This is an optimization exercise on Yosys and OpenROAD, whose aim is small area, a short achievable clock period and few clock cycles, not a production implementation. At most, simulation tests tie the RTL to the original design; equivalence was not proved. The RTL of run 2 was laid out without a check of its function. No activity file was given, so power comes from the tool's default toggle rates.

File: flow/design.v
module period_summer (
    input  wire [4:0]  d,
    input  wire [1:0]  t,
    output wire [64:0] k1,
    output wire [64:0] k21,
    output wire [56:0] m
);
    assign k1 =
        ({65{d == 5'd3}} & 65'h3de) |
        ({65{d == 5'd4}} & 65'h1ffffffffffffe05c) |
        ({65{d == 5'd5}} & 65'hf2238) |
        ({65{d == 5'd6}} & 65'h1ffffffffff77ebac) |
        ({65{d == 5'd7}} & 65'h3b12b1c4) |
        ({65{d == 5'd8}} & 65'h1fffffffde79025ec) |
        ({65{d == 5'd9}} & 65'he6bc350edc) |
        ({65{d == 5'd10}} & 65'h1fffff7cea3677eec) |
        ({65{d == 5'd11}} & 65'h3854d482c784c) |
        ({65{d == 5'd12}} & 65'h1ffdffe6fccd802ec) |
        ({65{d == 5'd13}} & 65'hdc0b523742cc0ac) |
        ({65{d == 5'd14}} & 65'h182f99a4e642192ec) |
        ({65{d == 5'd15}} & 65'h1b8c348144228fc6c) |
        ({65{d == 5'd16}} & 65'h19ee5b0e524cdd2ec) |
        ({65{d == 5'd17}} & 65'h1bab47dd2bfd7f1ec) |
        ({65{d == 5'd18}} & 65'ha5e03b106996d2ec);
    assign k21 =
        ({65{d == 5'd4}} & 65'h2706) |
        ({65{d == 5'd5}} & 65'h2706) |
        ({65{d == 5'd6}} & 65'h18a1a) |
        ({65{d == 5'd7}} & 65'h55ed440) |
        ({65{d == 5'd8}} & 65'hb54b536) |
        ({65{d == 5'd9}} & 65'h1fffffffdbca77baa) |
        ({65{d == 5'd10}} & 65'he473704420) |
        ({65{d == 5'd11}} & 65'h1b5ff9e6bc6) |
        ({65{d == 5'd12}} & 65'h1ffffa89462c80386) |
        ({65{d == 5'd13}} & 65'h22d493c20e9cda) |
        ({65{d == 5'd14}} & 65'h22dcd86676d12e) |
        ({65{d == 5'd15}} & 65'h1f23f3c70cdca4f58) |
        ({65{d == 5'd16}} & 65'h16bc3ca5f687bc4da) |
        ({65{d == 5'd17}} & 65'h16bc3ca5f687bc4da) |
        ({65{d == 5'd18}} & 65'h1ea8a8882202300fc);
    assign m =
        ({57{d == 5'd2 && t == 2'd0}} & 57'hb) |
        ({57{d == 5'd3 && t == 2'd0}} & 57'h6f) |
        ({57{d == 5'd4 && t == 2'd0}} & 57'h65) |
        ({57{d == 5'd5 && t == 2'd0}} & 57'h2b67) |
        ({57{d == 5'd6 && t == 2'd0}} & 57'h3e9) |
        ({57{d == 5'd6 && t == 2'd1}} & 57'h2775) |
        ({57{d == 5'd6 && t == 2'd2}} & 57'h1b207) |
        ({57{d == 5'd7 && t == 2'd0}} & 57'h10f447) |
        ({57{d == 5'd8 && t == 2'd0}} & 57'h2711) |
        ({57{d == 5'd9 && t == 2'd0}} & 57'hf4629) |
        ({57{d == 5'd10 && t == 2'd0}} & 57'h186a1) |
        ({57{d == 5'd10 && t == 2'd1}} & 57'h6054ab5) |
        ({57{d == 5'd10 && t == 2'd2}} & 57'h423a35c7) |
        ({57{d == 5'd11 && t == 2'd0}} & 57'h2964619c7) |
        ({57{d == 5'd12 && t == 2'd0}} & 57'hf4241) |
        ({57{d == 5'd12 && t == 2'd1}} & 57'h5f60811) |
        ({57{d == 5'd12 && t == 2'd2}} & 57'h25a112eb5) |
        ({57{d == 5'd13 && t == 2'd0}} & 57'h102b36211c7) |
        ({57{d == 5'd14 && t == 2'd0}} & 57'h989681) |
        ({57{d == 5'd14 && t == 2'd1}} & 57'heb2eb63eb5) |
        ({57{d == 5'd14 && t == 2'd2}} & 57'ha1b01d4b1c7) |
        ({57{d == 5'd15 && t == 2'd0}} & 57'h2540d6aa1) |
        ({57{d == 5'd15 && t == 2'd1}} & 57'he9104f2029) |
        ({57{d == 5'd15 && t == 2'd2}} & 57'h650e124ef1c7) |
        ({57{d == 5'd16 && t == 2'd0}} & 57'h5f5e101) |
        ({57{d == 5'd17 && t == 2'd0}} & 57'h27797f26d671c7) |
        ({57{d == 5'd18 && t == 2'd0}} & 57'h3b9aca01) |
        ({57{d == 5'd18 && t == 2'd1}} & 57'he8d4b45241) |
        ({57{d == 5'd18 && t == 2'd2}} & 57'h38e67b515a029);
endmodule
module range_summer #(
    parameter W = 65
) (
    input  wire [W-1:0] a,
    input  wire [W-1:0] b,
    input  wire [W-1:0] c,
    input  wire [W-1:0] d,
    input  wire         ci0,
    input  wire         ci1,
    input  wire         ci2,
    output wire [W-1:0] s
);
    wire [W-1:0] s1 = a ^ b ^ c;
    wire [W-1:0] c1 = {(a[W-2:0] & b[W-2:0]) | (a[W-2:0] & c[W-2:0]) | (b[W-2:0] & c[W-2:0]), ci0};
    wire [W-1:0] s2 = s1 ^ c1 ^ d;
    wire [W-1:0] c2 = {(s1[W-2:0] & c1[W-2:0]) | (s1[W-2:0] & d[W-2:0]) | (c1[W-2:0] & d[W-2:0]), ci1};
    bk_add #(.W(W)) u_cpa (.a(s2), .b(c2), .ci(ci2), .s(s));
endmodule
module bk_add #(
    parameter W = 65
) (
    input  wire [W-1:0] a,
    input  wire [W-1:0] b,
    input  wire         ci,
    output wire [W-1:0] s
);
    reg [W-1:0] p, g;
    integer i, j;
    always @(*) begin
        p = a ^ b;
        g = a & b;
        g[0] = g[0] | (p[0] & ci);
        for (i = 1; (1 << i) <= W; i = i + 1)
            for (j = (1 << i) - 1; j < W; j = j + (1 << i)) begin
                g[j] = g[j] | (p[j] & g[j - (1 << (i - 1))]);
                p[j] = p[j] & p[j - (1 << (i - 1))];
            end
        for (i = 6; i > 0; i = i - 1)
            for (j = (1 << i) + (1 << (i - 1)) - 1; j < W; j = j + (1 << i)) begin
                g[j] = g[j] | (p[j] & g[j - (1 << (i - 1))]);
                p[j] = p[j] & p[j - (1 << (i - 1))];
            end
    end
    assign s = a ^ b ^ {g[W-2:0], ci};
endmodule
module day02_core #(
    parameter N_ADDR_BITS = 16
) (
    input  wire                 clk,
    input  wire                 rst,
    input  wire [7:0]           rom_data,
    input  wire                 rom_valid,
    output reg  [N_ADDR_BITS:0] rom_addr,
    output wire [63:0]          part1_result,
    output wire [63:0]          part2_result,
    output reg                  done
);
    reg rst_q;
    reg  [5:0]  rq;         
    reg         vq;         
    reg         hold;       
    reg  [5:0]  skid;
    reg         in_b;       
    reg         eot;        
    reg  [4:0]  dc;         
    reg  [35:0] pdig;       
    reg  [35:0] hist;       
    reg  [9:1]  dec;        
    reg  [9:1]  gt;         
    wire        is_dig = rq[4];
    wire [3:0]  dig    = rq[3:0];
    wire        more   = rq[5];    
    reg         qv;         
    reg  [4:0]  qd;
    reg  [35:0] qp;
    reg  [2:0]  qf;
    reg         qb;
    reg         busy;
    reg  [4:0]  cd;         
    reg  [35:0] cp;         
    reg  [2:0]  cf;         
    reg         cb;         
    reg  [1:0]  t;          
    reg         ph;         
    reg  [3:0]  i;          
    reg  [3:0]  jr;         
    reg  [3:0]  pdq;        
    reg         kp1;        
    reg         kp21;       
    reg  [64:0] r;
    reg  [30:0] pb;         
    reg         bprev;      
    reg  [64:0] acc1;       
    reg  [64:0] accx;       
    assign part1_result = acc1[64:1];
    assign part2_result = accx[64:1];
    function [3:0] tlf;
        input [4:0] d;
        input [1:0] tt;
        begin
            if (tt == 2'd0)
                tlf = (d == 5'd4) ? 4'd2 : (d == 5'd6 || d == 5'd9) ? 4'd3 : (d == 5'd8) ? 4'd4 :
                      (d == 5'd10 || d == 5'd15) ? 4'd5 : (d == 5'd12) ? 4'd6 : (d == 5'd14) ? 4'd7 :
                      (d == 5'd16) ? 4'd8 : (d == 5'd18) ? 4'd9 : 4'd1;
            else if (tt == 2'd1)
                tlf = (d == 5'd15) ? 4'd3 : (d == 5'd12) ? 4'd4 : (d == 5'd18) ? 4'd6 : 4'd2;
            else
                tlf = (d == 5'd12) ? 4'd2 : (d == 5'd18) ? 4'd3 : 4'd1;
        end
    endfunction
    function [3:0] nib;
        input [35:0] v;
        input [3:0]  k;
        begin
            case (k)
                4'd0: nib = v[3:0];
                4'd1: nib = v[7:4];
                4'd2: nib = v[11:8];
                4'd3: nib = v[15:12];
                4'd4: nib = v[19:16];
                4'd5: nib = v[23:20];
                4'd6: nib = v[27:24];
                4'd7: nib = v[31:28];
                default: nib = v[35:32];
            endcase
        end
    endfunction
    wire three  = (cd == 5'd6) || (cd == 5'd10) || (cd == 5'd12) || (cd == 5'd14) ||
                  (cd == 5'd15) || (cd == 5'd18);
    wire last_t = three ? (t == 2'd2) : (t == 2'd0);
    wire half_t = (t == 2'd0) && !cd[0];
    wire f_t    = (t == 2'd0) ? cf[0] : (t == 2'd1) ? cf[1] : cf[2];
    wire jl     = (jr == 4'd0);
    wire sg     = cb ^ (t == 2'd2);           
    wire [64:0] k1, k21;
    wire [56:0] mval;
    period_summer u_tab (.d(cd), .t(t), .k1(k1), .k21(k21), .m(mval));
    reg       c_on, c_sh, d_on, d_sh, d_neg;
    always @(*) begin
        c_on = 1'b0; c_sh = 1'b0; d_on = 1'b1; d_sh = 1'b0; d_neg = 1'b0;
        if (jl && !f_t) begin                  
            case (pdq)
                4'd0: d_neg = 1'b1;
                4'd1: d_on = 1'b0;
                4'd2: ;
                4'd3: d_sh = 1'b1;
                4'd4: begin c_on = 1'b1; d_neg = 1'b1; end
                4'd5: begin c_on = 1'b1; d_on = 1'b0; end
                4'd6: c_on = 1'b1;
                4'd7: begin c_on = 1'b1; d_sh = 1'b1; end
                4'd8: begin c_on = 1'b1; c_sh = 1'b1; d_neg = 1'b1; end
                default: begin c_on = 1'b1; c_sh = 1'b1; d_on = 1'b0; end
            endcase
        end else if (jl) begin                 
            case (pdq)
                4'd0: ;
                4'd1: d_sh = 1'b1;
                4'd2: begin c_on = 1'b1; d_neg = 1'b1; end
                4'd3: begin c_on = 1'b1; d_on = 1'b0; end
                4'd4: c_on = 1'b1;
                4'd5: begin c_on = 1'b1; d_sh = 1'b1; end
                4'd6: begin c_on = 1'b1; c_sh = 1'b1; d_neg = 1'b1; end
                4'd7: begin c_on = 1'b1; c_sh = 1'b1; d_on = 1'b0; end
                4'd8: begin c_on = 1'b1; c_sh = 1'b1; end
                default: begin c_on = 1'b1; c_sh = 1'b1; d_sh = 1'b1; end
            endcase
        end else begin                         
            case (pdq)
                4'd0: d_on = 1'b0;
                4'd1: ;
                4'd2: d_sh = 1'b1;
                4'd3: begin c_on = 1'b1; d_neg = 1'b1; end
                4'd4: begin c_on = 1'b1; d_on = 1'b0; end
                4'd5: c_on = 1'b1;
                4'd6: begin c_on = 1'b1; d_sh = 1'b1; end
                4'd7: begin c_on = 1'b1; c_sh = 1'b1; d_neg = 1'b1; end
                4'd8: begin c_on = 1'b1; c_sh = 1'b1; d_on = 1'b0; end
                default: begin c_on = 1'b1; c_sh = 1'b1; end
            endcase
        end
    end
    wire [2:0] bw0 = {pb[1:0], bprev};
    wire [2:0] bw1 = pb[3:1];
    wire b0_on  = (bw0 != 3'b000) && (bw0 != 3'b111);
    wire b0_two = (bw0 == 3'b011) || (bw0 == 3'b100);
    wire b0_neg = bw0[2];
    wire b1_on  = (bw1 != 3'b000) && (bw1 != 3'b111);
    wire b1_two = (bw1 == 3'b011) || (bw1 == 3'b100);
    wire b1_neg = bw1[2];
    wire blast  = (pb[30:3] == 28'd0);         
    wire p0     = busy && !ph && (t != 2'd3);
    wire p1     = busy && ph;
    wire kc     = busy && !ph && (t == 2'd3);  
    wire mrg    = eot && !busy && !qv && !done;
    wire fold1  = p1 && half_t && kp1;
    wire fold21 = p1 && !half_t && kp21;
    wire kc1    = kc && kp1;
    wire kc21   = kc && !kp1;
    wire kp1_n  = kp1 && !fold1 && !kc1;
    wire kp21_n = kp21 && !fold21 && !kc21;
    wire to1    = (p1 && half_t) || kc1;
    wire last_cyc = (p1 && blast && last_t && !kp1_n && !kp21_n) || (kc && !(kp1_n || kp21_n));
    wire cready   = !busy || last_cyc;
    wire sep   = vq && !is_dig && !eot;
    wire cload = qv && cready;                
    wire qfree = !qv || cload;
    wire take  = sep && qfree;
    wire stall = !hold && sep && !qfree;
    wire [64:0] xv   = ph ? r : {8'd0, mval};
    wire        first = (i == 4'd0);
    wire        kon  = fold1 || fold21 || kc;
    wire        uc   = p0 ? c_on  : (p1 && b1_on);
    wire        ucs  = p0 ? c_sh  : b1_two;
    wire        ucn  = p1 && (b1_neg ^ !sg);
    wire        ud   = p0 ? d_on  : (p1 && b0_on);
    wire        uds  = p0 ? d_sh  : b0_two;
    wire        udn  = p0 ? d_neg : (b0_neg ^ !sg);
    wire [64:0] oa   = p0 ? (first ? 65'd0 : r << 3) : (to1 ? acc1 : accx);
    wire [64:0] kv   = (fold1 || kc1) ? k1 : k21;
    wire        ubn  = kon && !cb;
    wire [64:0] ob   = p0 ? (first ? 65'd0 : r << 1) : kon ? kv : mrg ? acc1 : 65'd0;
    wire [64:0] oc   = uc ? (ucs ? xv << 3 : xv << 2) : 65'd0;
    wire [64:0] od   = ud ? (uds ? xv << 1 : xv) : 65'd0;
    wire        ncn  = uc && ucn;
    wire        ndn  = ud && udn;
    wire [64:0] sum;
    range_summer #(.W(65)) u_add (
        .a(oa), .b(ubn ? ~ob : ob), .c(ncn ? ~oc : oc), .d(ndn ? ~od : od),
        .ci0(ubn), .ci1(ncn), .ci2(ndn), .s(sum));
    wire [30:0] pbm = first ? 31'd0 : pb;
    wire [30:0] pbn;
    range_summer #(.W(31)) u_pb (
        .a(pbm << 3), .b(pbm << 1), .c({27'd0, pdq}), .d(31'd0),
        .ci0(1'b0), .ci1(1'b0), .ci2(1'b0), .s(pbn));
    integer li;
    always @(posedge clk) begin
        rst_q <= rst;
        hist  <= {hist[31:0], dig};
        r     <= p1 ? (r << 4) : sum;
        pb    <= p1 ? (pb >> 4) : pbn;
        bprev <= p1 && pb[3];
        if (rst) begin
            rom_addr <= 0;
        end else if (rst_q) begin
            rom_addr <= 1;
        end else if (!vq || (!eot && (is_dig || take))) begin
            rom_addr <= rom_addr + 1'b1;
        end
        if (rst_q) begin
            vq   <= 1'b0;
            hold <= 1'b0;
            in_b <= 1'b0;
            eot  <= 1'b0;
            dc   <= 5'd0;
            dec  <= 9'd0;
        end else begin
            if (stall) begin
                hold <= 1'b1;
                skid <= rom_data[5:0];
            end
            if (!vq || (!eot && (is_dig || take))) begin
                rq   <= hold ? skid : rom_data[5:0];
                vq   <= 1'b1;
                hold <= 1'b0;
            end
            if (vq && !eot && is_dig) begin
                dc   <= dc + 5'd1;
                if (dc < 5'd9) pdig[dc*4 +: 4] <= dig;
                for (li = 1; li <= 9; li = li + 1) begin
                    if (!dec[li] && dc >= li && dig != hist[(li-1)*4 +: 4]) begin
                        dec[li] <= 1'b1;
                        gt[li]  <= dig > hist[(li-1)*4 +: 4];
                    end
                end
            end
            if (take) begin
                dc   <= 5'd0;
                dec  <= 9'd0;
                in_b <= !in_b;
                if (in_b && !more) eot <= 1'b1;
            end
        end
        if (rst_q) begin
            qv <= 1'b0;
        end else begin
            if (cload) qv <= 1'b0;
            if (take && dc != 5'd1) begin
                qv <= 1'b1;
                qd <= dc;
                qp <= pdig;
                for (li = 0; li < 3; li = li + 1)
                    qf[li] <= dec[tlf(dc, li)] ? gt[tlf(dc, li)] : in_b;
                qb <= in_b;
            end
        end
        if (rst_q) begin
            busy <= 1'b0;
            acc1 <= 65'd0;
            accx <= 65'd0;
        end else begin
            if (p1 || kc || mrg) begin
                if (to1) acc1 <= sum;
                else     accx <= sum;
            end
            kp1  <= kp1_n;
            kp21 <= kp21_n;
            if (p0) begin
                i   <= i + 4'd1;
                jr  <= jr - 4'd1;
                pdq <= nib(cp, i + 4'd1);
                if (jl) ph <= 1'b1;
            end
            if (p1) begin
                if (blast) begin
                    ph  <= 1'b0;
                    i   <= 4'd0;
                    jr  <= tlf(cd, t + 2'd1) - 4'd1;
                    pdq <= cp[3:0];
                    t   <= last_t ? 2'd3 : t + 2'd1;
                end
            end
            if (last_cyc) busy <= 1'b0;
            if (cload) begin
                busy <= 1'b1;
                cd   <= qd;
                cp   <= qp;
                cf   <= qf;
                cb   <= qb;
                t    <= 2'd0;
                ph   <= 1'b0;
                i    <= 4'd0;
                jr   <= tlf(qd, 2'd0) - 4'd1;
                pdq  <= qp[3:0];
                kp1  <= (qd >= 5'd3);
                kp21 <= (qd >= 5'd4);
            end
        end
        if (rst || rst_q) done <= 1'b0;
        else if (mrg) done <= 1'b1;
    end
endmodule
File: flow/flow/run.sh
#!/bin/bash
set -o pipefail
export BUFFER_PORTS_ARGS="-buffer_cell sky130_fd_sc_hd__buf_2"
bash standard.sh > standard.log 2>&1
File: flow/standard.sh
#!/bin/bash
# synth_recipe.tcl (not shown) runs the flow's synth.tcl, then flattens the netlist and writes it again
# the make line also repeats each setting of config.mk as NAME=value (left out here)
make -C /OpenROAD-flow-scripts/flow DESIGN_CONFIG=/design/flow/config.mk WORK_HOME=/design/flow/orfs CLKGATE_MAP_FILE= SYNTH_SCRIPT=/design/flow/synth_recipe.tcl "${@:-finish}"
File: flow/config.mk
export PLATFORM = sky130hd
export DESIGN_NAME = day02_core
export DESIGN_NICKNAME = day02_core
export VERILOG_FILES = /design/flow/design.v
export SDC_FILE = /design/flow/constraint.sdc
export NUM_CORES = 8
export LEC_CHECK = 0
export ABC_AREA = 1
export CAP_MARGIN = 20
export CORE_MARGIN = 2
export CORE_UTILIZATION = 40
export SLEW_MARGIN = 20
File: flow/constraint.sdc
create_clock -name core_clock -period 60.0 [get_ports {clk}]
set_input_delay 12.0000 -clock core_clock [delete_from_list [all_inputs] [get_ports {clk}]]
set_output_delay 12.0000 -clock core_clock [all_outputs]
set_load 0.01 [all_outputs]
==> summary.md, run 1 <==
| Metric | Value |
|---|---|
| Number of global-route vias before repair | `31000` |
| Worst Tran Pin Value | `1.14 ns` |
| GR Overflow Total | `0` |
| Detail-routed net length per standard cell | `19.8 um` |
| Post-synthesis net count | `5123` |
| Setup clock skew after layout | `0.0213 ns` |
| Cell Pwr Density | `30.6 nW/um^2` |
| Final hold violations | `0` |
| Top layer in use | `met4` |
| Total core area | `89900 sq um` |
| Design internal power | `750 uW` |
| Post-synth top flop | `sky130_fd_sc_hd__dfxtp_1` |
| Post-DR vias/cell | `5.40` |
| Number of flops mapped to enable cells by yosys | `164` |
| Chip height | `305 um` |
| Amount of wire on met3 after detailed routing | `8190 um` |
| Clock transition time at the flip-flop clock pins of the worst setup and hold paths | `0.06 ns` |
| Setup Crit Path Kind | `flip-flop to primary output` |
| First-pass GRT wire length | `181000 um` |
| Setup Buffers After CTS | `0` |
| GRT Overall Usage | `0.246` |
| Unrepaired setup endpoints after global routing | `no` |
| Crit path arrival time | `1.37 ns` |
| Run status | `finished clean` |
| IR Drop Worst-Case VDD | `0.0000239 V` |
| Maximum clock path buffer count | `3` |
| Latest clock arrival within the worst-skew pair | `0.66 ns` |
| Critical Path, Cell by Cell | `buf_2` |
| Sequential area share after synthesis | `0.310` |
| Final critical path time including I/O delays and setup | `13.37 ns` |
| Resize count post-CTS | `0` |
| Site row count | `110` |
| Count of buffers from port buffering | `153` |
| Effective utilization at floorplan | `0.403` |
| Setup tns final | `0 ns` |
| Final count of pins violating max slew | `0` |
| Async SR Flop Fraction | `0` |
| Hold_sp | `hist[18]` |
| Area of placed instances | `37000 sq um` |
| Share of power burned in registers | `0.345` |
| Leakage power | `0.0189 uW` |
| Sum of met2 wire segment lengths after detailed routing | `53600 um` |
| Antenna violations before repair | `0` |
| Gate power share | `0.346` |
| Syn avg cell area | `7.65 sq um` |
| Clock Sink Count | `479` |
| Part of the cycle the worst path needs | `0.223` |
| Detailed-route via count | `31700` |
| Depth of the worst hold-timing path | `0` |
| Count of inserted antenna diode cells | `0` |
| Ys Warns | `3` |
| Endpoint kind of the worst setup timing path | `primary output` |
| Worst path required time | `48.00 ns` |
| Area overhead of the layout relative to synthesis | `7.72%` |
| Rel. slew slack | `0.232` |
| Upper clock frequency limit | `74.8 MHz` |
| Routed length on met1 | `50700 um` |
| Reg2reg setup slack | `50.77 ns` |
| Stage delay of the slowest cell on the critical path | `0.52 ns` |
| Library cells used by synthesis | `58` |
| Residual antenna-violating net count after detailed routing | `0` |
| Detailed Route Iter0 Violations | `2557` |
| Clock root buffer | `sky130_fd_sc_hd__clkbuf_16` |
| Buf+Inv Stages, Crit Path | `1` |
| Number of nets at the end of the flow | `5038` |
| HP Class | `flip-flop to flip-flop` |
| Level count of the clock H-tree | `2` |
| Share of cells above drive strength 1 | `0.0784` |
| Total Die Area | `92900 sq um` |
| Cell area after layout | `39000 sq um` |
| Residual DRC count | `0` |
| Final RePlAce weighted congestion | `1.03` |
| Worst-case reg-to-reg path depth | `33` |
| Number of top-level pins | `157` |
| Placed wire-length estimate after detailed placement | `87200 um` |
| CTS tree | `built` |
| Net switching power | `444 uW` |
| Fraction of synthesized cell area taken by the top area cell type | `0.174` |
| Count of endpoints failing setup in the final report | `0` |
| Cell with the largest stage delay on the worst path | `sky130_fd_sc_hd__dfxtp_1` |
| Post-synth top area cell | `sky130_fd_sc_hd__dfxtp_1` |
| Cell types with the largest area share after synthesis | `sky130_fd_sc_hd__dfxtp_1 17%, sky130_fd_sc_hd__edfxtp_1 14%, sky130_fd_sc_hd__fa_1 9.7%, sky130_fd_sc_hd__nand2_1 8.6%, sky130_fd_sc_hd__ha_1 7.1%` |
| Hold bufs inserted after CTS | `0` |
| TritonCTS Buffers | `57` |
| Post-synthesis cell count | `4732` |
| Cell area after technology mapping | `36200 sq um` |
| Type of origin of the critical path | `flip-flop` |
| Top Family by Delay on Critical Path | `flip-flops` |
| RR Startpoint | `ph` |
| Die width | `305 um` |
| Count of state elements after synthesis | `479` |
| Maximum net fanout on the critical path | `4` |
| Max-cap viol count | `0` |
| WHS Endpoint | `hist[22]` |
| Final wirelength | `116000 um` |
| Largest net degree at the start of global routing | `92` |
| Share of total power in the clock network | `0.309` |
| Switching Fraction | `0.372` |
| Reg-to-reg endpoint | `r[55]` |
| Number of iterations in the first detailed-routing pass | `5` |
==> registers in the layout, summed over array words and instances, names as in the netlist, 5 cells and up, named ones only <==
register / flops
acc1: 65
pb: 31
gt: 9
pdig: 36
qd: 5
r: 65
hist: 36
rom_addr: 17
dec: 9
rq: 6
dc: 5
qp: 36
cd: 5
cp: 36
accx: 65
skid: 6
==> Yosys cell counts, types with 4 or more instances <==
| master | instances |
|---|---|
| sky130_fd_sc_hd__a211oi_1 | 12 |
| sky130_fd_sc_hd__nor2_1 | 453 |
| sky130_fd_sc_hd__a31oi_1 | 100 |
| sky130_fd_sc_hd__fa_1 | 175 |
| sky130_fd_sc_hd__a31o_2 | 6 |
| sky130_fd_sc_hd__o21bai_1 | 9 |
| sky130_fd_sc_hd__o211ai_1 | 13 |
| sky130_fd_sc_hd__a21o_1 | 15 |
| sky130_fd_sc_hd__xnor2_1 | 13 |
| sky130_fd_sc_hd__dfxtp_1 | 315 |
| sky130_fd_sc_hd__nand3_1 | 165 |
| sky130_fd_sc_hd__nand2_2 | 8 |
| sky130_fd_sc_hd__o32ai_1 | 7 |
| sky130_fd_sc_hd__nor2_2 | 13 |
| sky130_fd_sc_hd__o22ai_1 | 144 |
| sky130_fd_sc_hd__nor4_1 | 14 |
| sky130_fd_sc_hd__nor2_4 | 5 |
| sky130_fd_sc_hd__buf_2 | 37 |
| sky130_fd_sc_hd__buf_4 | 130 |
| sky130_fd_sc_hd__nor3_1 | 44 |
| sky130_fd_sc_hd__a21oi_1 | 258 |
| sky130_fd_sc_hd__a221oi_1 | 5 |
| sky130_fd_sc_hd__inv_1 | 643 |
| sky130_fd_sc_hd__o31ai_1 | 11 |
| sky130_fd_sc_hd__inv_2 | 26 |
| sky130_fd_sc_hd__xor2_1 | 247 |
| sky130_fd_sc_hd__buf_1 | 17 |
| sky130_fd_sc_hd__nand3b_1 | 10 |
| sky130_fd_sc_hd__clkbuf_1 | 149 |
| sky130_fd_sc_hd__nand2_1 | 830 |
| sky130_fd_sc_hd__edfxtp_1 | 164 |
| sky130_fd_sc_hd__o311ai_0 | 10 |
| sky130_fd_sc_hd__o21ai_0 | 358 |
| sky130_fd_sc_hd__a21boi_0 | 7 |
| sky130_fd_sc_hd__nand4_1 | 68 |
| sky130_fd_sc_hd__or2_2 | 4 |
| sky130_fd_sc_hd__o21ai_1 | 14 |
| sky130_fd_sc_hd__ha_1 | 205 |
==> layout by cell type, fill, tap and decap left out, types with 13 or more instances in the layout <==
| cell | Yosys | routed |
|---|---|---|
| sky130_fd_sc_hd__clkbuf_16 | 0 | 57 |
| sky130_fd_sc_hd__nor3_1 | 44 | 44 |
| sky130_fd_sc_hd__nand4_1 | 68 | 68 |
| sky130_fd_sc_hd__nor4_1 | 14 | 14 |
| sky130_fd_sc_hd__a21o_1 | 15 | 15 |
| sky130_fd_sc_hd__a31oi_1 | 100 | 100 |
| sky130_fd_sc_hd__fa_1 | 175 | 175 |
| sky130_fd_sc_hd__nor2_1 | 453 | 450 |
| sky130_fd_sc_hd__inv_2 | 26 | 23 |
| sky130_fd_sc_hd__xnor2_1 | 13 | 13 |
| sky130_fd_sc_hd__o211ai_1 | 13 | 13 |
| sky130_fd_sc_hd__dfxtp_1 | 315 | 314 |
| sky130_fd_sc_hd__xor2_1 | 247 | 247 |
| sky130_fd_sc_hd__o21ai_1 | 14 | 14 |
| sky130_fd_sc_hd__a21oi_1 | 258 | 258 |
| sky130_fd_sc_hd__nand2_1 | 830 | 825 |
| sky130_fd_sc_hd__nand3_1 | 165 | 162 |
| sky130_fd_sc_hd__clkinv_2 | 0 | 16 |
| sky130_fd_sc_hd__o22ai_1 | 144 | 144 |
| sky130_fd_sc_hd__buf_2 | 37 | 153 |
| sky130_fd_sc_hd__buf_4 | 130 | 36 |
| sky130_fd_sc_hd__ha_1 | 205 | 205 |
| sky130_fd_sc_hd__nor2_2 | 13 | 14 |
| sky130_fd_sc_hd__o21ai_0 | 358 | 358 |
| sky130_fd_sc_hd__edfxtp_1 | 164 | 164 |
| sky130_fd_sc_hd__inv_1 | 643 | 641 |
==> per-stage QoR <==
step / cells / util / total power [uW] / worst slack, ns / hold WS, ns
final: 5869 / 0.434 / 1190 / 46.63 / 0.347
after global routing: 5869 / 0.434 / 1290 / 46.57 / 0.354
after CTS: 5869 / 0.434 / 1200 / 46.60 / 0.348
after detailed placement: 5764 / 0.412 / 832 / 47.00 / 0.338
after global placement: 5764 / 0.412 / 823 / 47.00 / 0.338
after floorplan: 4732 / - / 719 / 47.35 / 0.331
==> power groups by stage <==
stage	sequential, uW	combinational (uW)	clock [uW]
floorplan	405	315	0
global placement	418	405	0
detailed placement	418	414	0
CTS	411	417	376
global route	416	482	387
finish	412	413	369
==> how the worst max path moves through the flow <==
stage	slack (ns)	startpoint	depth (start not counted)	endpoint
finish	46.63	acc1[49]	1	part1_result[48]
global route	46.57	rom_addr[0]	1	rom_addr[0]
CTS	46.60	acc1[49]	1	part1_result[48]
detailed placement	47.00	rst	4	rom_addr[6]
global placement	47.00	rst	4	rom_addr[6]
floorplan	47.35	rst	4	rom_addr[11]
==> area by class of cell <==
| type | count | area [sq um] |
|---|---|---|
| Clock buffer | 68 | 1510 |
| Clock inverter | 37 | 479 |
| Timing Repair Buffer | 189 | 1040 |
| Tap cell | 1176 | 1470 |
| Multi-Input combinational cell | 3248 | 20700 |
| Fill cell | 9277 | 50900 |
| Sequential cell | 479 | 11200 |
| Inverter | 672 | 2530 |
==> cells by family (layout without fill, tap and decap cells) <==
| kind of cell | Yosys count | in the layout | share of synthesized area |
|---|---|---|---|
| compound gates | 985 | 985 | 0.154 |
| xor+xnor | 260 | 260 | 0.0629 |
| fa+ha+maj | 380 | 380 | 0.168 |
| buf+inv | 1005 | 966 | 0.119 |
| flops | 479 | 479 | 0.310 |
| mux | 1 | 1 | 0.000276 |
| simple gates | 1622 | 1622 | 0.186 |
==> per-layer routing <==
metal / global-route usage / up-vias
li1: - / 15300
met1: 0.328 / 15100
met2: 0.404 / 1053
met3: 0.0428 / 199
met4: 0.0824 / 0
met5: 0 / -
Testbench counts, summed over its fixed seeds: cycles 40,788.
==> run 2: changes to the inputs <==
--- a/flow/design.v
+++ b/flow/design.v
@@ -260,3 +260,7 @@
     wire b1_neg = bw1[2];
-    wire blast  = (pb[30:3] == 28'd0);         
+    wire [2:0] bw2 = pb[5:3];
+    wire b2_on  = (bw2 != 3'b000) && (bw2 != 3'b111);
+    wire b2_two = (bw2 == 3'b011) || (bw2 == 3'b100);
+    wire b2_neg = bw2[2];
+    wire blast  = (pb[30:5] == 26'd0);         
     wire p0     = busy && !ph && (t != 2'd3);
@@ -265,4 +269,4 @@
     wire mrg    = eot && !busy && !qv && !done;
-    wire fold1  = p1 && half_t && kp1;
-    wire fold21 = p1 && !half_t && kp21;
+    wire fold1  = p1 && !b2_on && half_t && kp1;
+    wire fold21 = p1 && !b2_on && !half_t && kp21;
     wire kc1    = kc && kp1;
@@ -290,4 +294,6 @@
     wire [64:0] kv   = (fold1 || kc1) ? k1 : k21;
-    wire        ubn  = kon && !cb;
-    wire [64:0] ob   = p0 ? (first ? 65'd0 : r << 1) : kon ? kv : mrg ? acc1 : 65'd0;
+    wire        ub2  = p1 && b2_on;
+    wire        ubn  = kon ? !cb : (ub2 && (b2_neg ^ !sg));
+    wire [64:0] ob   = p0 ? (first ? 65'd0 : r << 1) : ub2 ? (b2_two ? r << 5 : r << 4) :
+                       kon ? kv : mrg ? acc1 : 65'd0;
     wire [64:0] oc   = uc ? (ucs ? xv << 3 : xv << 2) : 65'd0;
@@ -309,5 +315,5 @@
         hist  <= {hist[31:0], dig};
-        r     <= p1 ? (r << 4) : sum;
-        pb    <= p1 ? (pb >> 4) : pbn;
-        bprev <= p1 && pb[3];
+        r     <= p1 ? (r << 6) : sum;
+        pb    <= p1 ? (pb >> 6) : pbn;
+        bprev <= p1 && pb[5];
         if (rst) begin
==> summary.md, run 2 <==
| Metric | Value |
|---|---|
| Total Die Area | `96200 sq um (+3.6%)` |
| Clock transition time at the flip-flop clock pins of the worst setup and hold paths | `0.06 ns (about the same)` |
| Setup clock skew after layout | `0.0329 ns (+0.0116 ns)` |
| Most frequent cell after synthesis | `sky130_fd_sc_hd__nand2_1` |
| Top Family by Delay on Critical Path | `flip-flops` |
| Residual DRC count | `0 (unchanged)` |
| Type of origin of the critical path | `flip-flop` |
| Resize count post-CTS | `0 (unchanged)` |
| Async SR Flop Fraction | `0 (unchanged)` |
| Count of state elements after synthesis | `479 (unchanged)` |
| Part of the cycle the worst path needs | `0.225 (+0.00171)` |
| Largest net degree at the start of global routing | `94 (+2.2%)` |
| Worst Tran Pin Value | `1.16 ns (+0.0213 ns)` |
| Clock Sink Count | `479 (unchanged)` |
| Final critical path time including I/O delays and setup | `13.47 ns (+0.103 ns)` |
| RR Startpoint | `busy` |
| Rel. slew slack | `0.218 (-0.0141)` |
| Number of global-route vias before repair | `33100 (+6.6%)` |
| Fraction of synthesized cell area taken by the top area cell type | `0.168 (-0.00607)` |
| Post-synth top flop | `sky130_fd_sc_hd__dfxtp_1` |
| Number of iterations in the first detailed-routing pass | `6 (+1)` |
| Post-synthesis net count | `5368 (+4.8%)` |
| Ys Warns | `3 (unchanged)` |
| Total core area | `93200 sq um (+3.7%)` |
| Cell types with the largest area share after synthesis | `sky130_fd_sc_hd__dfxtp_1 17%, sky130_fd_sc_hd__edfxtp_1 13%, sky130_fd_sc_hd__fa_1 9.3%, sky130_fd_sc_hd__nand2_1 8.0%, sky130_fd_sc_hd__inv_1 6.9%` |
| Reg2reg setup slack | `50.15 ns (-0.62 ns)` |
| Sequential area share after synthesis | `0.299 (-0.0108)` |
| Commonest cells after routing, fill and taps aside | `789 x sky130_fd_sc_hd__nand2_1, 684 x sky130_fd_sc_hd__inv_1, 437 x sky130_fd_sc_hd__o21ai_0, 436 x sky130_fd_sc_hd__a21oi_1, 426 x sky130_fd_sc_hd__nor2_1` |
| Setup Crit Path Kind | `flip-flop to primary output` |
| Detail-routed net length per standard cell | `20.4 um (+2.9%)` |
| Clock root buffer | `sky130_fd_sc_hd__clkbuf_16` |
| Cell area after technology mapping | `37500 sq um (+3.6%)` |
| Latest clock arrival within the worst-skew pair | `0.68 ns (+0.02 ns)` |
| Post-synth top area cell | `sky130_fd_sc_hd__dfxtp_1` |
| Worst-case reg-to-reg path depth | `34 (+3.0%)` |
| Detailed Route Iter0 Violations | `2917 (+14%)` |
| Endpoint kind of the worst setup timing path | `primary output` |
| Worst path required time | `48.00 ns (about the same)` |
| Setup tns final | `0 ns (unchanged)` |
| Count of buffers from port buffering | `153 (unchanged)` |
| Stage delay of the slowest cell on the critical path | `0.52 ns (about the same)` |
| Syn avg cell area | `7.54 sq um (-1.5%)` |
| Number of top-level pins | `157 (unchanged)` |
| Level count of the clock H-tree | `2 (unchanged)` |
| Final RePlAce weighted congestion | `0.999 (-3.2%)` |
| Upper clock frequency limit | `74.2 MHz (-0.76%)` |
| Instance count after placement with tap cells included | `6071 (+5.3%)` |
| Crit path arrival time | `1.47 ns (+0.10 ns)` |
| Share of cells above drive strength 1 | `0.0783 (about the same)` |
| Post-synthesis cell count | `4977 (+5.2%)` |
| Largest registers | `acc1 (65), accx (65), r (65)` |
| Cell with the largest stage delay on the worst path | `sky130_fd_sc_hd__dfxtp_1` |
| Final hold violations | `0 (unchanged)` |
| Antenna violations before repair | `1 (+1)` |
| Reg-to-reg endpoint | `acc1[63]` |
| Leakage power | `0.0190 uW (+0.86%)` |
| Library cells used by synthesis | `62 (+6.9%)` |
| Number of flops mapped to enable cells by yosys | `164 (unchanged)` |
| Effective utilization at floorplan | `0.403 (about the same)` |
| Maximum clock path buffer count | `3 (unchanged)` |
| Count of inserted antenna diode cells | `0 (unchanged)` |
| Critical Path, Cell by Cell | `buf_2` |
| IR Drop Worst-Case VDD | `0.0000235 V (-1.9%)` |
| Final wirelength | `126000 um (+8.3%)` |
| Most frequent standard cell in the layout excluding fill and tap cells | `sky130_fd_sc_hd__nand2_1` |
| Chip height | `310 um (+1.8%)` |
| Final count of pins violating max slew | `0 (unchanged)` |
| TritonCTS Buffers | `58 (+1.8%)` |
| Unrepaired setup endpoints after global routing | `no` |
| Setup Buffers After CTS | `0 (unchanged)` |
| Run status | `finished clean` |
| Placed wire-length estimate after detailed placement | `93300 um (+7.0%)` |
| Launch point of the worst path | `acc1[4]` |
| Path length in cells of the critical path | `1 (unchanged)` |
| CTS tree | `built` |
| HP Class | `flip-flop to flip-flop` |
| GR Overflow Total | `0 (unchanged)` |
| Post-route total power | `1330 uW (+11%)` |
| Final non-filler cell total | `6181 (+5.3%)` |
| GRT Overall Usage | `0.259 (+0.0123)` |
| Post-DR vias/cell | `5.45 (+1.1%)` |
| Hold bufs inserted after CTS | `0 (unchanged)` |
| Site row count | `112 (+1.8%)` |
| Detailed-route via count | `33700 (+6.4%)` |
| Count of endpoints failing setup in the final report | `0 (unchanged)` |
| Buf+Inv Stages, Crit Path | `1 (unchanged)` |
| Maximum net fanout on the critical path | `4 (unchanged)` |
| Number of nets at the end of the flow | `5268 (+4.6%)` |
| Residual antenna-violating net count after detailed routing | `0 (unchanged)` |
| Area overhead of the layout relative to synthesis | `7.91%` |
| Commonest cells post-synth | `796 x sky130_fd_sc_hd__nand2_1, 689 x sky130_fd_sc_hd__inv_1, 437 x sky130_fd_sc_hd__o21ai_0` |
| Die width | `310 um (+1.8%)` |
| Cell Pwr Density | `32.8 nW/um^2 (+7.3%)` |
| Worst setup endpoint | `part1_result[3]` |
| Max-cap viol count | `0 (unchanged)` |
| First-pass GRT wire length | `194000 um (+6.8%)` |
run 2: changes by cell type after synthesis, sizes merged, moves of 25 or more:
cell and change:
a21oi +177, a31oi -87, inv +32, nand2 -26, nand3 +25, o21ai +81
run 2: report_power, final:
part,switching (uW),internal [uW],leakage [uW]
sequential,45.4,383,0.00410
combinational,330,184,0.0139
clock,159,228,0.00101
run 2: worst min-delay path by stage:
stage,startpoint,end,cells past startpoint
2_1_floorplan,hist[6],hist[10],0
3_3_place_gp,hist[5],hist[9],0
3_5_place_dp,hist[1],hist[5],0
4_1_cts,hist[10],hist[14],0
5_1_grt,hist[1],hist[5],0
6_report,hist[5],hist[9],0
run 2: kinds of logic after synthesis:
logic type / share of synthesized area
buffers and inverters: 0.121
AOI/OAI and AO/OA: 0.175
DFF: 0.299
adders and majority gates: 0.162
muxes: 0.000267
xor gates and xnor gates: 0.0595
and+or+nand+nor: 0.183
run 2: stage by stage:
stage	worst slack [ns]	area, sq um	utilization	hold WS, ns
after floorplan	47.37	37500	-	0.331
after global placement	47.09	38400	0.412	0.337
after detailed placement	47.09	38400	0.412	0.336
after CTS	46.51	40500	0.434	0.348
after global routing	46.52	40500	0.434	0.353
final	46.53	40500	0.434	0.347
run 2: layout make-up:
class | count | area, sq um
Sequential cell | 479 | 11200
Fill cell | 9528 | 52700
Clock buffer | 62 | 1510
Multi-Input combinational cell | 3433 | 21800
Clock inverter | 48 | 598
Inverter | 708 | 2670
Timing Repair Buffer | 197 | 1100
Tap cell | 1254 | 1570
run 2: layer usage:
metal / track usage / wire length, um
met3: 0.0324 / 7480
met2: 0.446 / 60700
met4: 0.104 / 5260
met1: 0.328 / 52300
met5: 0 / 20
==> run 3: changes to the inputs <==
--- a/flow/design.v
+++ b/flow/design.v
@@ -140,2 +140,4 @@
     reg  [9:1]  gt;         
+    reg         qa;         
+    reg         pm;         
     wire        is_dig = rq[4];
@@ -148,2 +150,4 @@
     reg         qb;
+    reg         qpair;      
+    reg  [2:0]  qskip;
     reg         busy;
@@ -153,2 +157,4 @@
     reg         cb;         
+    reg         cpair;      
+    reg  [2:0]  cskip;      
     reg  [1:0]  t;          
@@ -198,9 +204,29 @@
     endfunction
-    wire three  = (cd == 5'd6) || (cd == 5'd10) || (cd == 5'd12) || (cd == 5'd14) ||
-                  (cd == 5'd15) || (cd == 5'd18);
-    wire last_t = three ? (t == 2'd2) : (t == 2'd0);
-    wire half_t = (t == 2'd0) && !cd[0];
-    wire f_t    = (t == 2'd0) ? cf[0] : (t == 2'd1) ? cf[1] : cf[2];
-    wire jl     = (jr == 4'd0);
-    wire sg     = cb ^ (t == 2'd2);           
+    function three;
+        input [4:0] d;
+        three = (d == 5'd6) || (d == 5'd10) || (d == 5'd12) || (d == 5'd14) ||
+                (d == 5'd15) || (d == 5'd18);
+    endfunction
+    function [1:0] nxt;
+        input [2:0] sk;
+        input [1:0] fr;
+        input       th;
+        begin
+            if (fr == 2'd0 && !sk[0])
+                nxt = 2'd0;
+            else if (fr <= 2'd1 && th && !sk[1])
+                nxt = 2'd1;
+            else if (fr <= 2'd2 && th && !sk[2])
+                nxt = 2'd2;
+            else
+                nxt = 2'd3;
+        end
+    endfunction
+    wire [1:0] tn     = nxt(cskip, t + 2'd1, three(cd));
+    wire       last_t = (tn == 2'd3);
+    wire       half_t = (t == 2'd0) && !cd[0];
+    wire       f_t    = (t == 2'd0) ? cf[0] : (t == 2'd1) ? cf[1] : cf[2];
+    wire       jl     = (jr == 4'd0);
+    wire       adj    = jl && !cpair;         
+    wire       sg     = (cpair ? f_t : cb) ^ (t == 2'd2);    
     wire [64:0] k1, k21;
@@ -211,3 +237,3 @@
         c_on = 1'b0; c_sh = 1'b0; d_on = 1'b1; d_sh = 1'b0; d_neg = 1'b0;
-        if (jl && !f_t) begin                  
+        if (adj && !f_t) begin                 
             case (pdq)
@@ -224,3 +250,3 @@
             endcase
-        end else if (jl) begin                 
+        end else if (adj) begin                
             case (pdq)
@@ -278,7 +304,10 @@
     wire cready   = !busy || last_cyc;
-    wire sep   = vq && !is_dig && !eot;
-    wire cload = qv && cready;                
-    wire qfree = !qv || cload;
-    wire take  = sep && qfree;
-    wire stall = !hold && sep && !qfree;
+    wire sep     = vq && !is_dig && !eot;
+    wire pairok  = qa && in_b && pm && (dc == qd);
+    wire hold_a  = qa && in_b && pm && (!sep || dc == qd);
+    wire cload   = qv && cready && !hold_a;   
+    wire qfree   = !qv || cload;
+    wire pair_tk = sep && pairok;
+    wire take    = sep && (pairok || qfree);
+    wire stall   = !hold && sep && !(pairok || qfree);
     wire [64:0] xv   = ph ? r : {8'd0, mval};
@@ -316,3 +345,3 @@
         r     <= p1 ? (r << 6) : sum;
-        pb    <= p1 ? (pb >> 6) : pbn;
+        pb    <= p1 ? (pb >> 6) : (p0 && jl && cpair) ? 31'd2 : pbn;
         bprev <= p1 && pb[5];
@@ -326,2 +355,3 @@
         if (rst_q) begin
+            qa   <= 1'b0;
             vq   <= 1'b0;
@@ -342,4 +372,7 @@
             end
+            if (cload) qa <= 1'b0;
             if (vq && !eot && is_dig) begin
                 dc   <= dc + 5'd1;
+                if ((dc < {1'b0, tlf(qd, 2'd0)} && dig != nib(qp, dc[3:0])) || dc == qd)
+                    pm <= 1'b0;
                 if (dc < 5'd9) pdig[dc*4 +: 4] <= dig;
@@ -357,2 +390,4 @@
                 if (in_b && !more) eot <= 1'b1;
+                qa   <= !in_b && (dc != 5'd1);
+                pm   <= 1'b1;
             end
@@ -363,9 +398,17 @@
             if (cload) qv <= 1'b0;
-            if (take && dc != 5'd1) begin
-                qv <= 1'b1;
-                qd <= dc;
-                qp <= pdig;
+            if (pair_tk) begin
+                qpair <= 1'b1;
+                for (li = 0; li < 3; li = li + 1) begin
+                    qf[li]    <= dec[tlf(dc, li)] ? gt[tlf(dc, li)] : 1'b1;
+                    qskip[li] <= (dec[tlf(dc, li)] ? gt[tlf(dc, li)] : 1'b1) == qf[li];
+                end
+            end else if (take && dc != 5'd1) begin
+                qv    <= 1'b1;
+                qd    <= dc;
+                qp    <= pdig;
                 for (li = 0; li < 3; li = li + 1)
                     qf[li] <= dec[tlf(dc, li)] ? gt[tlf(dc, li)] : in_b;
-                qb <= in_b;
+                qb    <= in_b;
+                qpair <= 1'b0;
+                qskip <= 3'd0;
             end
@@ -393,5 +436,5 @@
                     i   <= 4'd0;
-                    jr  <= tlf(cd, t + 2'd1) - 4'd1;
+                    jr  <= tlf(cd, tn) - 4'd1;
                     pdq <= cp[3:0];
-                    t   <= last_t ? 2'd3 : t + 2'd1;
+                    t   <= tn;
                 end
@@ -400,14 +443,16 @@
             if (cload) begin
-                busy <= 1'b1;
-                cd   <= qd;
-                cp   <= qp;
-                cf   <= qf;
-                cb   <= qb;
-                t    <= 2'd0;
-                ph   <= 1'b0;
-                i    <= 4'd0;
-                jr   <= tlf(qd, 2'd0) - 4'd1;
-                pdq  <= qp[3:0];
-                kp1  <= (qd >= 5'd3);
-                kp21 <= (qd >= 5'd4);
+                busy  <= (nxt(qskip, 2'd0, three(qd)) != 2'd3);
+                cd    <= qd;
+                cp    <= qp;
+                cf    <= qf;
+                cb    <= qb;
+                cpair <= qpair;
+                cskip <= qskip;
+                t     <= nxt(qskip, 2'd0, three(qd));
+                ph    <= 1'b0;
+                i     <= 4'd0;
+                jr    <= tlf(qd, nxt(qskip, 2'd0, three(qd))) - 4'd1;
+                pdq   <= qp[3:0];
+                kp1   <= !qpair && (qd >= 5'd3);
+                kp21  <= !qpair && (qd >= 5'd4);
             end
==> flow/flow/run.sh (replaced) <==
#!/bin/bash
set -o pipefail
export BUFFER_PORTS_ARGS="-buffer_cell sky130_fd_sc_hd__buf_2"
export SETUP_SLACK_MARGIN=46.9
bash standard.sh > standard.log 2>&1
==> summary.md, run 3 <==
| Metric | Value |
|---|---|
| Run status | `finished clean` |
| Post-synthesis net count | `5442 (+1.4%)` |
| Path length in cells of the critical path | `1 (unchanged)` |
| Syn avg cell area | `7.56 sq um (+0.24%)` |
| Share of cells above drive strength 1 | `0.129 (+0.0509)` |
| Level count of the clock H-tree | `2 (unchanged)` |
| Worst path required time | `48.00 ns (about the same)` |
| Type of origin of the critical path | `flip-flop` |
| Critical Path, Cell by Cell | `buf_6` |
| Commonest cells post-synth | `834 x sky130_fd_sc_hd__nand2_1, 675 x sky130_fd_sc_hd__inv_1, 457 x sky130_fd_sc_hd__nor2_1` |
| Cell area after technology mapping | `38100 sq um (+1.7%)` |
| Part of the cycle the worst path needs | `0.220 (-0.00492)` |
| Async SR Flop Fraction | `0 (unchanged)` |
| Post-synth top area cell | `sky130_fd_sc_hd__dfxtp_1` |
| Residual antenna-violating net count after detailed routing | `0 (unchanged)` |
| Hold_sp | `hist[27]` |
| Detail-routed net length per standard cell | `20.3 um (-0.44%)` |
| Unrepaired setup endpoints after global routing | `yes` |
| Number of global-route vias before repair | `34500 (+4.3%)` |
| Clock transition time at the flip-flop clock pins of the worst setup and hold paths | `0.07 ns (about the same)` |
| Post-synthesis cell count | `5047 (+1.4%)` |
| Library cells used by synthesis | `63 (+1.6%)` |
| Count of buffers from port buffering | `153 (unchanged)` |
| Site row count | `113 (+0.89%)` |
| Area of placed instances | `39000 sq um (+1.7%)` |
| Most frequent standard cell in the layout excluding fill and tap cells | `sky130_fd_sc_hd__nand2_1` |
| HP Class | `flip-flop to flip-flop` |
| Max-cap viol count | `0 (unchanged)` |
| Final critical path time including I/O delays and setup | `13.18 ns (-0.295 ns)` |
| Die width | `313 um (+0.81%)` |
| Detailed Route Iter0 Violations | `3520 (+21%)` |
| Number of fill cells | `9526 (-0.021%)` |
| Depth of the worst hold-timing path | `0 (unchanged)` |
| Count of inserted antenna diode cells | `0 (unchanged)` |
| Chip height | `313 um (+0.81%)` |
| Clock Sink Count | `489 (+2.1%)` |
| Number of nets at the end of the flow | `5491 (+4.2%)` |
| Fraction of synthesized cell area taken by the top area cell type | `0.166 (-0.00221)` |
| Total core area | `94700 sq um (+1.7%)` |
| Utilization after layout | `0.457 (+0.0231)` |
| Routed length on met1 | `53500 um (+2.2%)` |
| Worst-case reg-to-reg path depth | `37 (+8.8%)` |
| Count of state elements after synthesis | `489 (+2.1%)` |
| Ys Warns | `3 (unchanged)` |
| GR Overflow Total | `0 (unchanged)` |
| Largest registers | `acc1 (65), accx (65), r (65)` |
| Reg-to-reg endpoint | `acc1[55]` |
| Commonest cells after routing, fill and taps aside | `825 x sky130_fd_sc_hd__nand2_1, 674 x sky130_fd_sc_hd__inv_1, 454 x sky130_fd_sc_hd__nor2_1, 415 x sky130_fd_sc_hd__o21ai_0, 344 x sky130_fd_sc_hd__a21oi_1` |
| Post-synth top flop | `sky130_fd_sc_hd__dfxtp_1` |
| Reg2reg setup slack | `49.79 ns (-0.36 ns)` |
| Setup Crit Path Kind | `flip-flop to primary output` |
| Amount of wire on met3 after detailed routing | `8610 um (+15%)` |
| Sum of met2 wire segment lengths after detailed routing | `62000 um (+2.1%)` |
| Upper clock frequency limit | `75.9 MHz (+2.2%)` |
| Count of endpoints failing setup in the final report | `0 (unchanged)` |
| First-pass GRT wire length | `202000 um (+4.3%)` |
| Hold bufs inserted after CTS | `0 (unchanged)` |
| Residual DRC count | `0 (unchanged)` |
| Worst Tran Pin Value | `1.04 ns (-0.122 ns)` |
| Maximum net fanout on the critical path | `2 (-2)` |
| Final hold violations | `0 (unchanged)` |
| TritonCTS Buffers | `56 (-3.4%)` |
| Top layer in use | `met5` |
| Largest net degree at the start of global routing | `87 (-7.4%)` |
| Number of flops mapped to enable cells by yosys | `173 (+5.5%)` |
| Top Family by Delay on Critical Path | `flip-flops` |
| Final count of pins violating max slew | `0 (unchanged)` |
| CTS tree | `built` |
| Most frequent cell after synthesis | `sky130_fd_sc_hd__nand2_1` |
| RR Startpoint | `busy` |
| IR Drop Worst-Case VDD | `0.0000285 V (+21%)` |
| Sequential area share after synthesis | `0.302 (+0.00275)` |
| Endpoint kind of the worst setup timing path | `primary output` |
| Latest clock arrival within the worst-skew pair | `0.66 ns (-0.02 ns)` |
| Number of iterations in the first detailed-routing pass | `6 (unchanged)` |
| Placed wire-length estimate after detailed placement | `96100 um (+3.1%)` |
| Stage delay of the slowest cell on the critical path | `0.40 ns (-0.12 ns)` |
| Setup tns final | `0 ns (unchanged)` |
| Rel. slew slack | `0.300 (+0.0820)` |
| Post-DR vias/cell | `5.50 (+0.77%)` |
| Final wirelength | `130000 um (+3.2%)` |
| GRT Overall Usage | `0.261 (+0.00183)` |
| Cell area after layout | `43300 sq um (+7.1%)` |
| WHS Endpoint | `hist[31]` |
| Cell with the largest stage delay on the worst path | `sky130_fd_sc_hd__dfxtp_4` |
| Effective utilization at floorplan | `0.403 (about the same)` |
| Detailed-route via count | `35200 (+4.5%)` |
| Buf+Inv Stages, Crit Path | `1 (unchanged)` |
| Cell types with the largest area share after synthesis | `sky130_fd_sc_hd__dfxtp_1 17%, sky130_fd_sc_hd__edfxtp_1 14%, sky130_fd_sc_hd__fa_1 9.2%, sky130_fd_sc_hd__nand2_1 8.2%, sky130_fd_sc_hd__ha_1 6.9%` |
| Area overhead of the layout relative to synthesis | `13.7%` |
| Final RePlAce weighted congestion | `1.08 (+8.1%)` |
| Antenna violations before repair | `1 (unchanged)` |
| Total Die Area | `97800 sq um (+1.6%)` |
| Number of top-level pins | `157 (unchanged)` |
| Maximum clock path buffer count | `3 (unchanged)` |
| Cell Pwr Density | `31.9 nW/um^2 (-2.9%)` |
| Setup clock skew after layout | `0.0238 ns (-0.00909 ns)` |
| Clock root buffer | `sky130_fd_sc_hd__clkbuf_16` |
| Crit path arrival time | `1.18 ns (-0.29 ns)` |
| Leakage power | `0.0202 uW (+6.2%)` |
[run 3: cell types whose count changed in the layout (fill, tap and decap cells not counted), sizes merged, moves of 8 or more]
cell    previous run  this run
nor3              48        69
nor2             450       465
edfxtp           164       173
a31oi             13        61
a221oi             3        19
o22ai            136       157
nand3            192       209
clkbuf            62        73
buf              197       342
a21oi            436       344
o21ai            453       435
nand2            813       846
o211ai            33        25
clkinv            33        21
[run 3: through the flow]
stage | cells | setup slack [ns] | hold slack, ns | total power (uW)
CTS | 6404 | 46.81 | 0.347 | 1390
finish | 6409 | 46.82 | 0.346 | 1380
floorplan | 5047 | 47.22 | 0.331 | 846
global placement | 6157 | 46.66 | 0.338 | 988
detailed placement | 6157 | 46.58 | 0.337 | 1000
global route | 6409 | 46.81 | 0.355 | 1490
[run 3: cells by family after synthesis]
kind of cell	synth area share
DFF	0.302
AOI/OAI and AO/OA	0.174
buffers and inverters	0.119
and+or+nand+nor	0.185
xor gates and xnor gates	0.0602
adders and majority gates	0.160
[run 3: final cells by class]
class                      instances  area (sq um)  area share
clock inverter                    33           440      0.0102
sequential                       489         11800       0.273
tap                             1265          1580      0.0365
timing repair buffer             342          3100      0.0715
multi-input combinational       3499         22200       0.512
clock buffer                      73          1550      0.0357
inverter                         708          2660      0.0615
[run 3: report_power, final]
| part | internal (uW) | leakage (uW) | switching [uW] |
|---|---|---|---|
| clock | 218 | 0.000949 | 154 |
| sequential | 390 | 0.00428 | 40.6 |
| combinational | 216 | 0.0150 | 364 |
[run 3: metal layers]
metal,vias to the layer above,GRT usage
li1,16800,-
met1,16800,0.330
met2,1336,0.443
met3,314,0.0396
met4,2,0.109
met5,-,0
[run 3: timing repair]
action / CTS / global route
setup buffers: 141 / 5
pin swaps: 0 / 0
gates resized for setup: 386 / 1
endpoints found under the setup margin: 146 / 144
[run 3: worst max-delay path by stage]
stage,startpoint,to,slack (ns)
2_1_floorplan,rst,rom_addr[11],47.22
3_3_place_gp,rst,rom_addr[15],46.66
3_5_place_dp,rst,rom_addr[16],46.58
4_1_cts,acc1[64],part1_result[63],46.81
5_1_grt,acc1[64],part1_result[63],46.81
6_report,acc1[64],part1_result[63],46.82
Testbench counts of run 3, summed over its fixed seeds: cycles 35,727.
==> run 4: changes to the inputs <==
==> flow/flow/run.sh (replaced) <==
#!/bin/bash
set -o pipefail
export BUFFER_PORTS_ARGS="-buffer_cell sky130_fd_sc_hd__buf_2"
bash standard.sh > standard.log 2>&1
==> summary.md, run 4 <==
| Metric | Value |
|---|---|
| Run status | `finished clean` |
| Setup clock skew after layout | `0.0230 ns (-0.000800 ns)` |
| Part of the cycle the worst path needs | `0.223 (+0.00326)` |
| Endpoint kind of the worst setup timing path | `primary output` |
| Worst Tran Pin Value | `1.08 ns (+0.0399 ns)` |
| Residual DRC count | `0 (unchanged)` |
| Cell Pwr Density | `33.4 nW/um^2 (+4.8%)` |
| Setup Crit Path Kind | `flip-flop to primary output` |
| Largest registers | `acc1 (65), accx (65), r (65)` |
| Final critical path time including I/O delays and setup | `13.37 ns (+0.195 ns)` |
| Detailed-route via count | `34600 (-1.6%)` |
| Cell with the largest stage delay on the worst path | `sky130_fd_sc_hd__dfxtp_1` |
| Number of flops mapped to enable cells by yosys | `173 (unchanged)` |
| Ys Warns | `3 (unchanged)` |
| Count of endpoints failing setup in the final report | `0 (unchanged)` |
| Max-cap viol count | `0 (unchanged)` |
| Residual antenna-violating net count after detailed routing | `0 (unchanged)` |
| Final wirelength | `128000 um (-1.5%)` |
| Depth of the worst hold-timing path | `0 (unchanged)` |
| Clock transition time at the flip-flop clock pins of the worst setup and hold paths | `0.06 ns (about the same)` |
| Effective utilization at floorplan | `0.403 (unchanged)` |
| Largest net degree at the start of global routing | `87 (unchanged)` |
| Setup tns final | `0 ns (unchanged)` |
| Switching Fraction | `0.406 (+0.00183)` |
| Path length in cells of the critical path | `1 (unchanged)` |
| Final non-filler cell total | `6263 (-2.3%)` |
| Placed wire-length estimate after detailed placement | `96100 um (unchanged)` |
| Number of iterations in the first detailed-routing pass | `6 (unchanged)` |
| Maximum clock path buffer count | `3 (unchanged)` |
| Worst-case reg-to-reg path depth | `37 (unchanged)` |
| GR Overflow Total | `0 (unchanged)` |
| Syn avg cell area | `7.56 sq um (unchanged)` |
| Commonest cells after routing, fill and taps aside | `825 x sky130_fd_sc_hd__nand2_1, 674 x sky130_fd_sc_hd__inv_1, 454 x sky130_fd_sc_hd__nor2_1, 415 x sky130_fd_sc_hd__o21ai_0, 344 x sky130_fd_sc_hd__a21oi_1` |
| Instance count after placement with tap cells included | `6157 (unchanged)` |
| Area overhead of the layout relative to synthesis | `7.58%` |
| Cell types with the largest area share after synthesis | `sky130_fd_sc_hd__dfxtp_1 17%, sky130_fd_sc_hd__edfxtp_1 14%, sky130_fd_sc_hd__fa_1 9.2%, sky130_fd_sc_hd__nand2_1 8.2%, sky130_fd_sc_hd__ha_1 6.9%` |
| Commonest cells post-synth | `834 x sky130_fd_sc_hd__nand2_1, 675 x sky130_fd_sc_hd__inv_1, 457 x sky130_fd_sc_hd__nor2_1` |
| TritonCTS Buffers | `56 (unchanged)` |
| Post-synth top flop | `sky130_fd_sc_hd__dfxtp_1` |
| Number of nets at the end of the flow | `5345 (-2.7%)` |
| Count of buffers from port buffering | `153 (unchanged)` |
| Resize count post-CTS | `0 (-100%)` |
| Level count of the clock H-tree | `2 (unchanged)` |
| Async SR Flop Fraction | `0 (unchanged)` |
| Cell area after technology mapping | `38100 sq um (unchanged)` |
| Upper clock frequency limit | `74.8 MHz (-1.5%)` |
| Chip height | `313 um (unchanged)` |
| Total Die Area | `97800 sq um (unchanged)` |
| Top Family by Delay on Critical Path | `flip-flops` |
| Total core area | `94700 sq um (unchanged)` |
| Leakage power | `0.0193 uW (-4.8%)` |
| Sequential area share after synthesis | `0.302 (unchanged)` |
| Most frequent standard cell in the layout excluding fill and tap cells | `sky130_fd_sc_hd__nand2_1` |
| Final RePlAce weighted congestion | `1.08 (unchanged)` |
| Post-synthesis cell count | `5047 (unchanged)` |
| Hold bufs inserted after CTS | `0 (unchanged)` |
| Gate power share | `0.413 (-0.007)` |
| Library cells used by synthesis | `63 (unchanged)` |
| Maximum net fanout on the critical path | `4 (+2)` |
| Final hold violations | `0 (unchanged)` |
| Share of total power in the clock network | `0.272 (+0.003)` |
| CTS tree | `built` |
| Site row count | `113 (unchanged)` |
| Count of inserted antenna diode cells | `0 (unchanged)` |
| Setup Buffers After CTS | `0 (-100%)` |
| Critical Path, Cell by Cell | `buf_2` |
| Final count of pins violating max slew | `0 (unchanged)` |
| Fraction of synthesized cell area taken by the top area cell type | `0.166 (unchanged)` |
| HP Class | `flip-flop to flip-flop` |
| Worst path required time | `48.00 ns (about the same)` |
| Net switching power | `557 uW (-0.38%)` |
| Latest clock arrival within the worst-skew pair | `0.66 ns (about the same)` |
| Count of state elements after synthesis | `489 (unchanged)` |
| Detailed Route Iter0 Violations | `3356 (-4.7%)` |
| Die width | `313 um (unchanged)` |
| Unrepaired setup endpoints after global routing | `no` |
| Post-DR vias/cell | `5.53 (+0.65%)` |
| Buf+Inv Stages, Crit Path | `1 (unchanged)` |
| Rel. slew slack | `0.273 (-0.0270)` |
| Post-synthesis net count | `5442 (unchanged)` |
| Number of global-route vias before repair | `33500 (-2.9%)` |
| Most frequent cell after synthesis | `sky130_fd_sc_hd__nand2_1` |
| GRT Overall Usage | `0.257 (-0.00393)` |
| Post-synth top area cell | `sky130_fd_sc_hd__dfxtp_1` |
| IR Drop Worst-Case VDD | `0.0000285 V (+0.13%)` |
| Antenna violations before repair | `1 (unchanged)` |
| Detail-routed net length per standard cell | `20.4 um (+0.85%)` |
| Stage delay of the slowest cell on the critical path | `0.52 ns (+0.12 ns)` |
| Design internal power | `814 uW (-1.1%)` |
| Share of power burned in registers | `0.315 (+0.004)` |
| First-pass GRT wire length | `199000 um (-1.7%)` |
| Crit path arrival time | `1.37 ns (+0.19 ns)` |
| Number of top-level pins | `157 (unchanged)` |
| Clock Sink Count | `489 (unchanged)` |
| Type of origin of the critical path | `flip-flop` |
| Clock root buffer | `sky130_fd_sc_hd__clkbuf_16` |
| Share of cells above drive strength 1 | `0.0746 (-0.0546)` |
-- run 4: layout make-up --
type	instances	area, sq um
repair buffers	196	1090
fillers	9767	53700
clock buffers	73	1550
inverters	708	2660
flip-flops and latches	489	11500
well taps	1265	1580
clock inverters	33	440
multi-input cells	3499	22200
-- run 4: cells by family after synthesis --
logic type               synth area share
AO/OA/AOI/OAI                       0.174
XOR/XNOR                           0.0602
adder cells (fa/ha/maj)             0.160
buffers and inverters               0.119
flip-flops                          0.302
AND/OR/NAND/NOR                     0.185
-- run 4: routing by layer --
metal	vias to the layer above	GRT usage	wire [um]
met2	1288	0.435	60700
met3	309	0.0409	8400
li1	16500	-	-
met1	16500	0.325	53100
met4	2	0.106	5740
met5	-	0	13
-- run 4: final timing paths --
kind / startpoint / endpoint / slack [ns]
max: acc1[56] / part1_result[55] / 46.63
min reg2reg: hist[27] / hist[31] / 0.35
min: hist[27] / hist[31] / 0.35
max reg2reg: busy / acc1[55] / 49.74
-- run 4: power by group through the flow --
| stage | sequential, uW | clock, uW | combinational (uW) |
|---|---|---|---|
| after CTS | 430 | 379 | 568 |
| after floorplan | 420 | 0 | 426 |
| after detailed placement | 437 | 0 | 564 |
| after global placement | 436 | 0 | 552 |
| final | 432 | 372 | 567 |
| after global routing | 436 | 390 | 653 |
-- run 4: through the flow --
stage	setup WS (ns)	total power [uW]	utilization	hold WS, ns	cell area [sq um]
6_report	46.63	1370	0.433	0.347	41000
5_1_grt	46.59	1480	0.433	0.355	41000
4_1_cts	46.58	1380	0.433	0.347	41000
3_5_place_dp	46.58	1000	0.412	0.337	39000
3_3_place_gp	46.66	988	0.412	0.338	39000
2_1_floorplan	47.22	846	-	0.331	38100

## separate check: timing with driven ports
Ports are ideal in the flow. The routed layouts listed here were re-timed in OpenROAD.
Step 1 (the two cells are an assumption about what drives the block):
set clk [get_ports {clk}]
set_driving_cell -lib_cell sky130_fd_sc_hd__clkbuf_16 $clk
set_driving_cell -lib_cell sky130_fd_sc_hd__buf_2 [delete_from_list [all_inputs] $clk]
Step 2 moves the port delays by t, midway between the first and last clock arrival at a register: inputs arrive t later, outputs are due t later. That takes back most of the time a late clock gives input paths.
Three values: no drivers, after step 1, after step 2; two values: the first two.
| run | t (ns) | setup WS [ns] | hold slack, ns | worst setup path at the end |
|---|---|---|---|---|
| run 1 | 0.718 | 46.631 / 46.562 / 47.012 | 0.347 / 0.347 / 0.347 | input to register |
| run 2 | 0.732 | 46.528 / 46.464 / 47.068 | 0.347 / 0.347 / 0.347 | input to register |
| run 3 | 0.720 | 46.824 / 46.754 / 46.578 | 0.346 / 0.346 / 0.346 | input to register |
| run 4 | 0.716 | 46.628 / 46.562 / 46.616 | 0.347 / 0.347 / 0.347 | input to register |
After both steps setup and hold are still met in every run listed. For run 3, which loses most, drivers alone change the setup slack by -0.070 ns; drivers and shift together by -0.246 ns.
